Background: an optimization exercise with open tools, aiming at small area, a short achievable clock period and few clock cycles per item. Do not read the settings as production practice.
In this exercise RTL edits were held to simulation tests only and were not proved equivalent to the original.
No activity file was given, so power comes from the tool's default toggle rates.

==> inputs of v34 <==
// mul_unit
module mul_unit
(
    input  logic                  clk,
    input  logic                  rst,
    input  logic                  start,
    input  logic [1:0]            mul_type,
    input  logic [31:0]           a,
    input  logic [31:0]           b,
    input  logic [4:0]            arch_reg,
    input  logic [5:0]   phys_reg,
    input  logic [2:0]  rob,
    input  logic                  cdb_mul_ack,
    input  logic                  branch,
    output logic                  cdb_valid,
    output logic [2:0]  cdb_rob,
    output logic [4:0]            cdb_arch_reg,
    output logic [5:0]   cdb_phys_reg,
    output logic [31:0]           cdb_data,
    output logic [31:0]           cdb_ps1_rdata,
    output logic [31:0]           cdb_ps2_rdata,
    output logic                  done
);
    logic [249:0] cdb;
    shift_add_multiplier #(.OPERAND_WIDTH(32)) u_mul (
        .clk            (clk),
        .rst            (rst),
        .start          (start),
        .mul_type       (mul_type),
        .a              (a),
        .b              (b),
        .arch_reg       (arch_reg),
        .phys_reg       (phys_reg),
        .rob            (rob),
        .cdb_mul_ack    (cdb_mul_ack),
        .branch         (branch),
        .mul_cdb_output (cdb),
        .done           (done)
    );
    assign cdb_valid     = cdb[249];
    assign cdb_rob       = cdb[248:246];
    assign cdb_arch_reg  = cdb[245:241];
    assign cdb_phys_reg  = cdb[240:235];
    assign cdb_data      = cdb[234:203];
    assign cdb_ps1_rdata = cdb[202:171];
    assign cdb_ps2_rdata = cdb[170:139];
  ...
export LEC_CHECK = 0
export CAP_MARGIN = 20
export CORE_MARGIN = 2
export CORE_UTILIZATION = 60
export SETUP_SLACK_MARGIN = 0.45
export SLEW_MARGIN = 20
export SYNTH_HIERARCHICAL = 1
export SYNTH_MINIMUM_KEEP_SIZE = 0
create_clock -name core_clock -period 5.0 [get_ports {clk}]
standard.sh (not shown) runs the stock make flow with config.mk's settings and CLKGATE_MAP_FILE= SYNTH_SCRIPT=/design/flow/synth_recipe.tcl, a recipe that flattens the netlist after the stock synthesis.
==> flow/flow/run.sh <==
#!/bin/bash
# The standard ORFS layout (standard.sh) with two changes:
#  - the port buffers are sky130_fd_sc_hd__buf_1 instead of the cell
#    buffer_ports picks by itself (a slow delay cell);
#  - after the standard synthesis every combinational cell is set to its
#    drive-1 variant; floorplan/placement repair sizes up what timing needs.
set -euo pipefail
export BUFFER_PORTS_ARGS="-buffer_cell sky130_fd_sc_hd__buf_1"
RES=orfs/results/${FLOW_PLATFORM}/mul_unit/base
bash standard.sh synth > synth.log 2>&1
DS_ODB=$RES/1_synth.odb openroad -no_init -exit flow/downsize.tcl > downsize.log 2>&1
touch $RES/1_synth.sdc
bash standard.sh > standard.log 2>&1
==> flow/flow/downsize.tcl <==
# Set every combinational cell of the synthesized netlist to its drive-1
# variant; the resizer's repair steps size up what timing needs.
set odb_file $::env(DS_ODB)
read_db $odb_file
set db [ord::get_db]
set n 0
foreach inst [[ord::get_db_block] getInsts] {
  set m [[$inst getMaster] getName]
  if {[regexp {^(sky130_fd_sc_hd__[a-z0-9]+)_([0-9]+)$} $m -> base drive]} {
    if {$drive <= 1} continue
    if {[regexp {df|dl|sdf|edf|clk|conb|buf} $base]} continue
    set new [$db findMaster ${base}_1]
    if {$new == "NULL" || $new == ""} continue
    $inst swapMaster $new
    incr n
  }
}
puts "downsized $n cells"
write_db $odb_file
==> v10 (differences from v34) <==
SETUP_SLACK_MARGIN = 0.9   (was 0.45)
==> v29 (differences from v34) <==
CTS_BUF_LIST = sky130_fd_sc_hd__clkbuf_8   (was default)
SETUP_SLACK_MARGIN = 0.65   (was 0.45)
==> comparison <==
v29 passed the timing, DRC and antenna checks. v10 finished with timing, DRC and antenna clean. v34 finished clean. In critical path depth, v29 and v10 do not differ. Flip-flop and latch count is the same in v10 and v29. Synthesized cell count is the same in v10 and v29. Of v34 and v29, v29 has the higher core utilization (gap 0.61 points). Non-clock buffer count: v34 is lower than v10 (119). In die area, v34 and v10 do not differ. Between v29 and v34, the lower sequential share of layout area is in v29 (gap 0.20 points). Of v10 and v34, v10 has the higher final cell count (gap about 6%, measured against v34). In count of clock-buffer cells in the layout, v34 and v10 do not differ. The lowest wire length belongs to v34, the highest to v10.
==> figures <==
|  | v34 | v29 | v10 |
|---|---|---|---|
| Met1 layer wirelength in the final routing | 18600 um | 18040 um | 18930 um |
| Setup WS post-layout | 606.2 ps | 767.8 ps | 924.1 ps |
| Nonclk buf count | 250 | 276 | 369 |
| Antenna violations before repair | 1 | 1 | 0 |
| Routed length on met2 | 21850 um | 22200 um | 23420 um |
| Number of nets in the layout | 1947 | 1973 | 2066 |
| End of the critical path | u_mul.cs1_q[30] | u_mul.cs1_q[26] | u_mul.cs1_q[28] |
| Root cell of the clock tree | clkbuf_16 | clkbuf_8 | clkbuf_16 |
| Final cell count without fillers | 1956 | 1982 | 2074 |
| Met2 usage | 0.5359 | 0.5352 | 0.5602 |
| GR Layer Usage met1 | 0.4582 | 0.4492 | 0.4427 |
| Number of global-route vias before repair | 12490 | 12620 | 13150 |
| Data arrival time of the worst path | 4710 ps | 4610 ps | 4470 ps |
| Result of the run | finished clean | finished clean | finished clean |
| Layout overhead on the synthesized area | 13.72% | 14.73% | 22.21% |
| Power dissipated in combinational cells | 8920 uW | 8950 uW | 8930 uW |
| Fraction of layout cells with a size suffix above 1 | 0.05617 | 0.08748 | 0.1599 |
| Area of the multi-input gates | 11710 sq um | 11820 sq um | 11980 sq um |
| Clock share of power | 0.114 | 0.085 | 0.113 |
| Data-path buffer share of cell area in the final layout | 0.06314 | 0.07672 | 0.1140 |
| Skew-Pair Late Insertion Delay | 440 ps | 490 ps | 450 ps |
| Most used cell along the critical path | fa_1 | fa_1 | fa_2 |
Testbench counts of v34, summed over its fixed seeds: cycles 7,208, ops 2,400.
Testbench counts of v10, summed over its fixed seeds: cycles 7,208, ops 2,400.
Testbench counts of v29, summed over its fixed seeds: cycles 7,208, ops 2,400.

[what the ideal ports hide]
The flow's constraints put no driver on any port. The routed layouts listed below were extracted and timed again, unchanged, in two steps. Step 1 (the two cells are an assumption about what drives the block):
set clk [get_ports {clk}]
set_driving_cell -lib_cell sky130_fd_sc_hd__clkbuf_16 $clk
set_driving_cell -lib_cell sky130_fd_sc_hd__buf_2 [delete_from_list [all_inputs] $clk]
Step 2 times the ports against the registers' clock, not the clock port: input delays grow and output delays shrink by t, the midpoint of the rising clock arrivals with the driver on. Three values: ideal ports, drivers, drivers and shift; two values: the first two.
run | t, ns | setup slack, ns | slew at the worst register clock pin (ns) | worst slew at a driven data input, ns | cell pins on the clock port's net
v34 | 0.486 | 0.606 / 0.569 / 0.606 | 0.09 / 0.09 | 0.05 | 1
v10 | 0.494 | 0.924 / 0.924 / 0.924 | 0.09 / 0.09 | 0.06 | 1
v29 | 0.518 | 0.768 / 0.768 / 0.768 | 0.13 / 0.13 | 0.13 | 1
After both steps setup and hold are still met in every run listed.
